This design comes from an exercise in tuning for small area and a short achievable clock period on the open sky130 flow, not from production work. RTL that was checked went through simulation tests only; none was proved equivalent to the original. No activity file was given, so power comes from the tool's default toggle rates.

==> run a: inputs <==
==> flow/design.v <==
module ksCarry #(parameter W = 32)(
	input [W-1:0] a, b,
	input cin,
	output cout
);
localparam L = $clog2(W + 1);
wire [W:0] g [0:L];
wire [W:0] p [0:L];
assign g[0] = {a & b, cin};
assign p[0] = {a | b, 1'b0};
genvar l, i;
generate
	for (l = 0; l < L; l = l + 1) begin: lv
		for (i = 0; i <= W; i = i + 1) begin: bt
			if (i >= (1 << l)) begin: m
				assign g[l+1][i] = g[l][i] | (p[l][i] & g[l][i - (1 << l)]);
				assign p[l+1][i] = p[l][i] & p[l][i - (1 << l)];
			end else begin: k
				assign g[l+1][i] = g[l][i];
				assign p[l+1][i] = p[l][i];
			end
		end
	end
endgenerate
assign cout = g[L][W];
endmodule
module ramOneHot #(parameter W = 32, parameter D = 64)(
	input clk,
	input [D-1:0] we,
	input [W-1:0] din,
	input [D-1:0] rsel,
	output [W-1:0] dout
);
wire [W-1:0] acc [0:D];
assign acc[0] = {W{1'b0}};
genvar i;
generate
	for (i = 0; i < D; i = i + 1) begin: word
		reg [W-1:0] m;
		always @(posedge clk) if (we[i]) m <= din;
		assign acc[i+1] = acc[i] | (m & {W{rsel[i]}});
	end
endgenerate
assign dout = acc[D];
endmodule
module ramOneHot2 #(parameter W = 32, parameter D = 32)(
	input clk,
	input [D-1:0] we,
	input [W-1:0] din,
	input [D-1:0] rsel1, rsel2,
	output [W-1:0] dout1, dout2
);
wire [W-1:0] acc1 [0:D];
wire [W-1:0] acc2 [0:D];
assign acc1[0] = {W{1'b0}};
assign acc2[0] = {W{1'b0}};
genvar i;
generate
	for (i = 0; i < D; i = i + 1) begin: word
		reg [W-1:0] m;
		always @(posedge clk) if (we[i]) m <= din;
		assign acc1[i+1] = acc1[i] | (m & {W{rsel1[i]}});
		assign acc2[i+1] = acc2[i] | (m & {W{rsel2[i]}});
	end
endgenerate
assign dout1 = acc1[D];
assign dout2 = acc2[D];
endmodule
module multiCycleDatapath #(parameter N = 32)(
	input [N-1:0] program_data, addr, init_PC,
	input pmode,
	input clk, reset,
	input SysCallAddr,
	output [1:0] flags,
	output wb_en,
	output [4:0] wb_addr,
	output [N-1:0] wb_data
);
function [3:0] encode;
	input [5:0] op;
	input [5:0] fn;
	begin
		if (op == 6'b000000) begin
			case (fn)
				6'b100000: encode = 4'b1000;
				6'b100010: encode = 4'b1001;
				6'b101010: encode = 4'b1010;
				6'b100100: encode = 4'b1011;
				6'b100110: encode = 4'b1101;
				6'b100111: encode = 4'b1110;
				6'b001000, 6'b001100: encode = 4'b1111;
				default: encode = 4'b1100;
			endcase
		end else begin
			case (op)
				6'b000001, 6'b000010, 6'b000011, 6'b000100, 6'b000101,
				6'b001111: encode = 4'b1111;
				6'b100011: encode = 4'b0111;
				6'b101011: encode = 4'b0001;
				6'b001000: encode = 4'b0000;
				6'b001010: encode = 4'b0010;
				6'b001100: encode = 4'b0011;
				6'b001101: encode = 4'b0110;
				6'b001110: encode = 4'b0101;
				default: encode = 4'b0100;
			endcase
		end
	end
endfunction
function [1:0] f0;
	input [N-1:0] p;
	begin
		f0[1] = (&p[31:2]) & ~p[1] & ~p[0];
		f0[0] = ~p[31] & (&p[30:2]);
	end
endfunction
function zsum;
	input [N-1:0] a, b;
	input cin;
	begin
		zsum = &(~(a ^ b ^ {a[N-2:0] | b[N-2:0], cin}));
	end
endfunction
function [7:0] dec3;
	input [2:0] a;
	begin
		dec3 = 8'd1 << a;
	end
endfunction
wire rst = reset & ~pmode;
reg S0, S1, S2, S3, S4, S5, S6, S7, S8;
reg [N-1:0] PC;
reg [29:0]  IR;             
reg [N-1:0] Xr, Yr;         
reg [7:0]   aLo, aHi;       
reg [31:1]  rsSel, rtSel;   
reg [7:0]   pcLo, pcHi;     
reg [1:0]   flags_r;
reg         wb_en_r;
reg [4:0]   wb_addr_r;
reg [N-1:0] wb_data_r;
reg         rfw_en;         
reg [N-1:0] rfw_data;       
assign flags   = flags_r;
assign wb_en   = wb_en_r;
assign wb_addr = wb_addr_r;
assign wb_data = wb_data_r;
wire [3:0]  cls = IR[29:26];
wire [4:0]  rs  = IR[25:21];
wire [4:0]  rt  = IR[20:16];
wire [4:0]  rd  = IR[15:11];
wire [15:0] imm = IR[15:0];
wire useY  = cls[3];
wire [2:0] k = cls[2:0];
wire isBR  = (cls == 4'b1111);
wire isMem = ~cls[3] & k[0] & (k[1] == k[2]);    
wire isSW  = (cls == 4'b0001);
wire sub   = (k == 3'b010) | (useY & (k == 3'b001)) | isBR;
reg [7:0]  pmLo, pmHi;
reg [29:0] pdin;
always @(posedge clk) begin
	pmLo <= dec3(addr[2:0]);
	pmHi <= dec3(addr[5:3]) & {8{pmode}};
	pdin <= {encode(program_data[31:26], program_data[5:0]), program_data[25:0]};
end
wire [63:0] ime;
genvar gi;
generate
	for (gi = 0; gi < 64; gi = gi + 1) begin: imwe
		assign ime[gi] = pmHi[gi / 8] & pmLo[gi % 8];
	end
endgenerate
wire [63:0] fa_dec;
generate
	for (gi = 0; gi < 64; gi = gi + 1) begin: fasel
		assign fa_dec[gi] = pcHi[gi / 8] & pcLo[gi % 8];
	end
endgenerate
wire [29:0] fetch;
ramOneHot #(30, 64) IMEM(.clk(clk), .we(ime), .din(pdin),
	.rsel(fa_dec), .dout(fetch));
wire [31:0] wa_dec = 32'd1 << (useY ? rd : rt);    
wire [N-1:0] X, Y;
ramOneHot2 #(N, 31) RF(.clk(clk), .we(wa_dec[31:1] & {31{rfw_en}}), .din(rfw_data),
	.rsel1(rsSel), .rsel2(rtSel), .dout1(X), .dout2(Y));
wire [63:0] dsel;
generate
	for (gi = 0; gi < 64; gi = gi + 1) begin: dmsel
		assign dsel[gi] = aHi[gi / 8] & aLo[gi % 8];
	end
endgenerate
wire [N-1:0] dout;
ramOneHot #(N, 64) DMEM(.clk(clk), .we(dsel & {64{S6}}), .din(Yr),
	.rsel(dsel), .dout(dout));
wire [N-1:0] PCp4 = {PC[31:2] + 30'd1, PC[1:0]};
wire [N-1:0] bimm = {{14{fetch[15]}}, fetch[15:0], 2'b00};
wire zS1 = zsum(PCp4, bimm, 1'b0);
wire c18a;
ksCarry #(16) C18A(.a(PCp4[17:2]), .b(fetch[15:0]), .cin(1'b0), .cout(c18a));
wire c31a = fetch[15] ? (c18a | (|PCp4[30:18])) : (c18a & (&PCp4[30:18]));
wire oS1 = (PCp4[31] == fetch[15]) & (c31a ^ PCp4[31]);
wire [N-1:0] BF  = useY ? Y : {{16{imm[15]}}, imm};
wire [N-1:0] BFx = BF ^ {N{sub}};
wire c31e;
ksCarry #(31) C31E(.a(X[30:0]), .b(BFx[30:0]), .cin(sub), .cout(c31e));
wire zE = zsum(X, BFx, sub);
wire oE = (X[31] == BFx[31]) & (c31e ^ X[31]);
wire [N-1:0] B   = useY ? Yr : {{16{imm[15]}}, imm};
wire [N-1:0] Bx  = B ^ {N{sub}};
wire [N:0]   sR  = {Xr, 1'b1} + {Bx, sub};
wire [N-1:0] sum = sR[N:1];
wire oR  = (Xr[31] == Bx[31]) & (sum[31] ^ Xr[31]);
wire slt = sum[31] & ~oR;
reg [N-1:0] res;
always @(*) begin
	case (k)
		3'b000, 3'b001: res = sum;
		3'b010: res = {{N-1{1'b0}}, slt};
		3'b011: res = Xr & B;
		3'b100: res = {B[15:0], 16'b0};
		3'b101: res = Xr ^ B;
		default: res = useY ? ~(Xr | B) : (Xr | B);
	endcase
end
wire [4:0]  nrs = S0 ? fetch[25:21] : rs;
wire [4:0]  nrt = S0 ? fetch[20:16] : rt;
wire [31:0] nrs_dec = 32'd1 << nrs;
wire [31:0] nrt_dec = 32'd1 << nrt;
always @(posedge clk) begin
	if (rst) begin
		{S0, S1, S2, S3, S4, S5, S6, S7, S8} <= 9'b100000000;
	end else begin
		S0 <= S4 | S5 | S6 | S8;
		S1 <= S0;
		S2 <= S1 & isMem;
		S5 <= S1 & isBR;
		S7 <= S1 & ~isMem & ~isBR;
		S3 <= S2 & ~isSW;
		S6 <= S2 & isSW;
		S4 <= S3;
		S8 <= S7;
	end
	if (rst) PC <= init_PC;
	else if (S0) PC <= PCp4;
	if (rst) begin
		pcLo <= dec3(init_PC[4:2]);
		pcHi <= dec3(init_PC[7:5]);
	end else if (S0) begin
		pcLo <= {pcLo[6:0], pcLo[7]};
		if (pcLo[7]) pcHi <= {pcHi[6:0], pcHi[7]};
	end
	if (S0) IR <= fetch;
	rsSel <= nrs_dec[31:1];
	rtSel <= nrt_dec[31:1];
	Xr <= X;
	Yr <= Y;
	aLo <= dec3(sum[2:0]);
	aHi <= dec3(sum[5:3]);
	if (rst) flags_r <= f0(init_PC);
	else if (S0) flags_r <= {zS1, oS1};
	else if (S1) flags_r <= {zE, oE};
	else flags_r <= f0(PC);
	wb_en_r <= ~rst & (S3 | S7);
	wb_addr_r <= useY ? rd : rt;
	wb_data_r <= S3 ? dout : res;
	rfw_en <= S4 | S8;
	if (S3 | S7) rfw_data <= S3 ? dout : res;
end
endmodule
==> flow/flow/run.sh <==
#!/bin/bash
set -euo pipefail
bash standard.sh place > standard_place.log 2>&1
bash standard.sh SETUP_SLACK_MARGIN=13.3 finish > standard_finish.log 2>&1
==> flow/standard.sh <==
#!/bin/bash
# synth_recipe.tcl (not shown) runs the flow's synth.tcl, then flattens the netlist and writes it again
# the make line also repeats each setting of config.mk as NAME=value (left out here)
make -C /OpenROAD-flow-scripts/flow DESIGN_CONFIG=/design/flow/config.mk WORK_HOME=/design/flow/orfs CLKGATE_MAP_FILE= SYNTH_SCRIPT=/design/flow/synth_recipe.tcl "${@:-finish}"
==> flow/config.mk <==
export PLATFORM = sky130hd
export DESIGN_NAME = multiCycleDatapath
export DESIGN_NICKNAME = multiCycleDatapath
export VERILOG_FILES = /design/flow/design.v
export SDC_FILE = /design/flow/constraint.sdc
export NUM_CORES = 8
export LEC_CHECK = 0
export CAP_MARGIN = 20
export CORE_MARGIN = 2
export CORE_UTILIZATION = 60
export CTS_BUF_LIST = sky130_fd_sc_hd__clkbuf_16
export CTS_CLUSTER_DIAMETER = 60
export CTS_CLUSTER_SIZE = 30
export SLEW_MARGIN = 20
export SYNTH_MEMORY_MAX_BITS = 8192
==> flow/constraint.sdc <==
create_clock -name core_clock -period 17.5 [get_ports {clk}]
set_input_delay 3.5000 -clock core_clock [delete_from_list [all_inputs] [get_ports {clk}]]
set_output_delay 3.5000 -clock core_clock [all_outputs]
set_load 0.01 [all_outputs]
==> run b (differences from run a) <==
==> flow/design.v, changed modules only <==
module multiCycleDatapath #(parameter N = 32)(
	input [N-1:0] program_data, addr, init_PC,
	input pmode,
	input clk, reset,
	input SysCallAddr,
	output [1:0] flags,
	output wb_en,
	output [4:0] wb_addr,
	output [N-1:0] wb_data
);
function [3:0] encode;
	input [5:0] op;
	input [5:0] fn;
	begin
		if (op == 6'b000000) begin
			case (fn)
				6'b100000: encode = 4'b1000;
				6'b100010: encode = 4'b1001;
				6'b101010: encode = 4'b1010;
				6'b100100: encode = 4'b1011;
				6'b100110: encode = 4'b1101;
				6'b100111: encode = 4'b1110;
				6'b001000, 6'b001100: encode = 4'b1111;
				default: encode = 4'b1100;
			endcase
		end else begin
			case (op)
				6'b000001, 6'b000010, 6'b000011, 6'b000100, 6'b000101,
				6'b001111: encode = 4'b1111;
				6'b100011: encode = 4'b0111;
				6'b101011: encode = 4'b0001;
				6'b001000: encode = 4'b0000;
				6'b001010: encode = 4'b0010;
				6'b001100: encode = 4'b0011;
				6'b001101: encode = 4'b0110;
				6'b001110: encode = 4'b0101;
				default: encode = 4'b0100;
			endcase
		end
	end
endfunction
function [1:0] f0;
	input [N-1:0] p;
	begin
		f0[1] = (&p[31:2]) & ~p[1] & ~p[0];
		f0[0] = ~p[31] & (&p[30:2]);
	end
endfunction
function zsum;
	input [N-1:0] a, b;
	input cin;
	begin
		zsum = &(~(a ^ b ^ {a[N-2:0] | b[N-2:0], cin}));
	end
endfunction
function [7:0] dec3;
	input [2:0] a;
	begin
		dec3 = 8'd1 << a;
	end
endfunction
wire rst = reset & ~pmode;
reg S0, S1, S2, S3, S4, S5, S6, S7, S8;
reg [N-1:0] PC;
reg [29:0]  IR;             
reg [N-1:0] Xr, Yr;         
reg [7:0]   aLo, aHi;       
reg [31:1]  rsSel, rtSel;   
reg [7:0]   pcLo, pcHi;     
reg [1:0]   flags_r;
reg         wb_en_r;
reg [4:0]   wb_addr_r;
reg [N-1:0] wb_data_r;
assign flags   = flags_r;
assign wb_en   = wb_en_r;
assign wb_addr = wb_addr_r;
assign wb_data = wb_data_r;
wire [3:0]  cls = IR[29:26];
wire [4:0]  rs  = IR[25:21];
wire [4:0]  rt  = IR[20:16];
wire [4:0]  rd  = IR[15:11];
wire [15:0] imm = IR[15:0];
wire useY  = cls[3];
wire [2:0] k = cls[2:0];
wire isBR  = (cls == 4'b1111);
wire isMem = ~cls[3] & k[0] & (k[1] == k[2]);    
wire isSW  = (cls == 4'b0001);
wire sub   = (k == 3'b010) | (useY & (k == 3'b001)) | isBR;
wire [7:0] pmLo = dec3(addr[2:0]);
wire [7:0] pmHi = dec3(addr[5:3]) & {8{pmode}};
wire [29:0] pdin = {encode(program_data[31:26], program_data[5:0]), program_data[25:0]};
wire [63:0] ime;
genvar gi;
generate
	for (gi = 0; gi < 64; gi = gi + 1) begin: imwe
		assign ime[gi] = pmHi[gi / 8] & pmLo[gi % 8];
	end
endgenerate
wire [63:0] fa_dec;
generate
	for (gi = 0; gi < 64; gi = gi + 1) begin: fasel
		assign fa_dec[gi] = pcHi[gi / 8] & pcLo[gi % 8];
	end
endgenerate
wire [29:0] fetch;
ramOneHot #(30, 64) IMEM(.clk(clk), .we(ime), .din(pdin),
	.rsel(fa_dec), .dout(fetch));
wire [31:0] wa_dec = 32'd1 << wb_addr_r;
wire [N-1:0] X, Y;
ramOneHot2 #(N, 31) RF(.clk(clk), .we(wa_dec[31:1] & {31{wb_en_r}}), .din(wb_data_r),
	.rsel1(rsSel), .rsel2(rtSel), .dout1(X), .dout2(Y));
wire [63:0] dsel;
generate
	for (gi = 0; gi < 64; gi = gi + 1) begin: dmsel
		assign dsel[gi] = aHi[gi / 8] & aLo[gi % 8];
	end
endgenerate
wire [N-1:0] dout;
ramOneHot #(N, 64) DMEM(.clk(clk), .we(dsel & {64{S6}}), .din(Yr),
	.rsel(dsel), .dout(dout));
wire [N-1:0] PCp4 = {PC[31:2] + 30'd1, PC[1:0]};
wire [N-1:0] bimm = {{14{fetch[15]}}, fetch[15:0], 2'b00};
wire [N-1:0] c31a = {1'b0, PCp4[30:0]} + {1'b0, bimm[30:0]};
wire zS1 = zsum(PCp4, bimm, 1'b0);
wire oS1 = (PCp4[31] == bimm[31]) & (c31a[31] ^ PCp4[31]);
wire [N-1:0] BF  = useY ? Y : {{16{imm[15]}}, imm};
wire [N-1:0] BFx = BF ^ {N{sub}};
wire [N:0]   sF  = {X, 1'b1} + {BFx, sub};
wire zE = zsum(X, BFx, sub);
wire oE = (X[31] == BFx[31]) & (sF[N] ^ X[31]);
wire [N-1:0] B   = useY ? Yr : {{16{imm[15]}}, imm};
wire [N-1:0] Bx  = B ^ {N{sub}};
wire [N:0]   sR  = {Xr, 1'b1} + {Bx, sub};
wire [N-1:0] sum = sR[N:1];
wire oR  = (Xr[31] == Bx[31]) & (sum[31] ^ Xr[31]);
wire slt = sum[31] & ~oR;
reg [N-1:0] res;
always @(*) begin
	case (k)
		3'b000, 3'b001: res = sum;
		3'b010: res = {{N-1{1'b0}}, slt};
		3'b011: res = Xr & B;
		3'b100: res = {B[15:0], 16'b0};
		3'b101: res = Xr ^ B;
		default: res = useY ? ~(Xr | B) : (Xr | B);
	endcase
end
wire [4:0]  nrs = S0 ? fetch[25:21] : rs;
wire [4:0]  nrt = S0 ? fetch[20:16] : rt;
wire [31:0] nrs_dec = 32'd1 << nrs;
wire [31:0] nrt_dec = 32'd1 << nrt;
always @(posedge clk) begin
	if (rst) begin
		{S0, S1, S2, S3, S4, S5, S6, S7, S8} <= 9'b100000000;
	end else begin
		S0 <= S4 | S5 | S6 | S8;
		S1 <= S0;
		S2 <= S1 & isMem;
		S5 <= S1 & isBR;
		S7 <= S1 & ~isMem & ~isBR;
		S3 <= S2 & ~isSW;
		S6 <= S2 & isSW;
		S4 <= S3;
		S8 <= S7;
	end
	if (rst) PC <= init_PC;
	else if (S0) PC <= PCp4;
	if (rst) begin
		pcLo <= dec3(init_PC[4:2]);
		pcHi <= dec3(init_PC[7:5]);
	end else if (S0) begin
		pcLo <= {pcLo[6:0], pcLo[7]};
		if (pcLo[7]) pcHi <= {pcHi[6:0], pcHi[7]};
	end
	if (S0) IR <= fetch;
	rsSel <= nrs_dec[31:1];
	rtSel <= nrt_dec[31:1];
	Xr <= X;
	Yr <= Y;
	aLo <= dec3(sum[2:0]);
	aHi <= dec3(sum[5:3]);
	if (rst) flags_r <= f0(init_PC);
	else if (S0) flags_r <= {zS1, oS1};
	else if (S1) flags_r <= {zE, oE};
	else flags_r <= f0(PC);
	wb_en_r <= ~rst & (S3 | S7);
	wb_addr_r <= useY ? rd : rt;
	wb_data_r <= S3 ? dout : res;
end
endmodule
// module ksCarry removed
==> flow/flow/run.sh (replaced) <==
#!/bin/bash
# Standard ORFS layout, with repair_timing aiming at a setup slack margin so
# that the optimiser works on the real critical paths (the clock period and
# the SDC are the design's, unchanged).
set -euo pipefail
bash standard.sh SETUP_SLACK_MARGIN=13 finish > standard_flow.log 2>&1
==> run c (differences from run a) <==
--- a/flow/design.v
+++ b/flow/design.v
@@ -141,4 +141,5 @@
 reg [N-1:0] wb_data_r;
-reg         rfw_en;         
-reg [N-1:0] rfw_data;       
+reg         rfw_en;
+reg [4:0]   rfw_addr;
+reg [N-1:0] rfw_data;
 assign flags   = flags_r;
@@ -158,9 +159,5 @@
 wire sub   = (k == 3'b010) | (useY & (k == 3'b001)) | isBR;
-reg [7:0]  pmLo, pmHi;
-reg [29:0] pdin;
-always @(posedge clk) begin
-	pmLo <= dec3(addr[2:0]);
-	pmHi <= dec3(addr[5:3]) & {8{pmode}};
-	pdin <= {encode(program_data[31:26], program_data[5:0]), program_data[25:0]};
-end
+wire [7:0] pmLo = dec3(addr[2:0]);
+wire [7:0] pmHi = dec3(addr[5:3]) & {8{pmode}};
+wire [29:0] pdin = {encode(program_data[31:26], program_data[5:0]), program_data[25:0]};
 wire [63:0] ime;
@@ -181,3 +178,3 @@
 	.rsel(fa_dec), .dout(fetch));
-wire [31:0] wa_dec = 32'd1 << (useY ? rd : rt);    
+wire [31:0] wa_dec = 32'd1 << rfw_addr;
 wire [N-1:0] X, Y;
@@ -265,4 +262,5 @@
 	wb_data_r <= S3 ? dout : res;
-	rfw_en <= S4 | S8;
-	if (S3 | S7) rfw_data <= S3 ? dout : res;
+	rfw_en   <= wb_en_r;
+	rfw_addr <= wb_addr_r;
+	rfw_data <= wb_data_r;
 end
==> flow/flow/run.sh (replaced) <==
#!/bin/bash
set -euo pipefail
bash standard.sh place > standard_place.log 2>&1
bash standard.sh SETUP_SLACK_MARGIN=12.8 TNS_END_PERCENT=10 finish > standard_finish.log 2>&1
--- a/flow/config.mk
+++ b/flow/config.mk
@@ -9,3 +9,3 @@
 export CORE_MARGIN = 2
-export CORE_UTILIZATION = 60
+export CORE_UTILIZATION = 70
 export CTS_BUF_LIST = sky130_fd_sc_hd__clkbuf_16
==> run d (differences from run a) <==
==> flow/flow/run.sh (replaced) <==
#!/bin/bash
set -euo pipefail
bash standard.sh place > standard_place.log 2>&1
bash standard.sh SETUP_SLACK_MARGIN=12.7 finish > standard_finish.log 2>&1
==> qor summary <==
| metric | run c | run b | run d | run a |
|---|---|---|---|---|
| Portion of synthesized cell area occupied by the leading cell type | 0.754 | 0.758 | 0.754 | 0.754 |
| Sequential power | 14.6 mW | 14.2 mW | 14.3 mW | 14.3 mW |
| Average via count per standard cell | 8.78 | 8.29 | 8.25 | 8.25 |
| Number of clock buffers in the layout | 296 | 336 | 341 | 341 |
| Sequential fraction of total cell area | 0.705 | 0.681 | 0.703 | 0.692 |
| Run status | complete, no violations | complete, no violations | complete, no violations | complete, no violations |
| Initial detailed-routing violation count | 35800 | 33000 | 31700 | 32000 |
| Number of buffers created by CTS | 287 | 331 | 334 | 334 |
| FF-to-FF path depth | 16 | 12 | 15 | 15 |
| Hold path depth | 0 | 2 | 1 | 1 |
| Multi-input combinational cell area | 42400 µm² | 43500 µm² | 42300 µm² | 43500 µm² |
| Synthesized area per cell | 16.8 µm² | 16.9 µm² | 16.9 µm² | 16.9 µm² |
| Worst IR Drop VDD | 0.000142 V | 0.000109 V | 0.000102 V | 0.000102 V |
| Multi-input gate share of the layout cell area | 0.192 | 0.191 | 0.189 | 0.191 |
| Placement-stage cell area | 208000 µm² | 209000 µm² | 210000 µm² | 210000 µm² |
| Combinational cell power | 3.43 mW | 4.03 mW | 3.31 mW | 3.54 mW |
| Initial antenna violation count | 85 | 56 | 61 | 60 |
| Number of sinks handled by clock tree synthesis | 5267 | 5229 | 5308 | 5308 |
No functional check of the RTL was part of run b and run c.

static timing again, ports no longer ideal:
How much do the figures lean on ideal ports? The routed layouts below were timed once more, with nothing changed but the port constraints.
Step 1 (the two cells are an assumption about what drives the block):
set clk [get_ports {clk}]
set_driving_cell -lib_cell sky130_fd_sc_hd__clkbuf_16 $clk
set_driving_cell -lib_cell sky130_fd_sc_hd__buf_2 [delete_from_list [all_inputs] $clk]
Step 2, shift: input delay + t, output delay - t, t = (earliest + latest rising clock arrival at the registers) / 2. This alone moves slack from input paths to output paths.
Three values: ideal, step 1, step 2; two values: the first two.
run | t, ns | setup slack, ns | latest minus earliest clock arrival (ns) | slew at the worst register clock pin (ns) | worst slew at a driven data input, ns
run a | 1.125 | 12.421 / 12.297 / 11.928 | 0.081 / 0.081 | 0.11 / 0.11 | 0.09
run b | 1.141 | 12.238 / 12.134 / 11.590 | 0.077 / 0.077 | 0.11 / 0.11 | 0.25
run c | 1.077 | 12.262 / 12.173 / 11.278 | 0.090 / 0.090 | 0.11 / 0.11 | 0.27
run d | 1.119 | 12.425 / 12.300 / 11.624 | 0.085 / 0.084 | 0.11 / 0.11 | 0.07
After both steps setup and hold are still met in every run listed. The setup slack of run c, which loses most, moves by -0.089 ns with the drivers and by -0.984 ns with both steps.
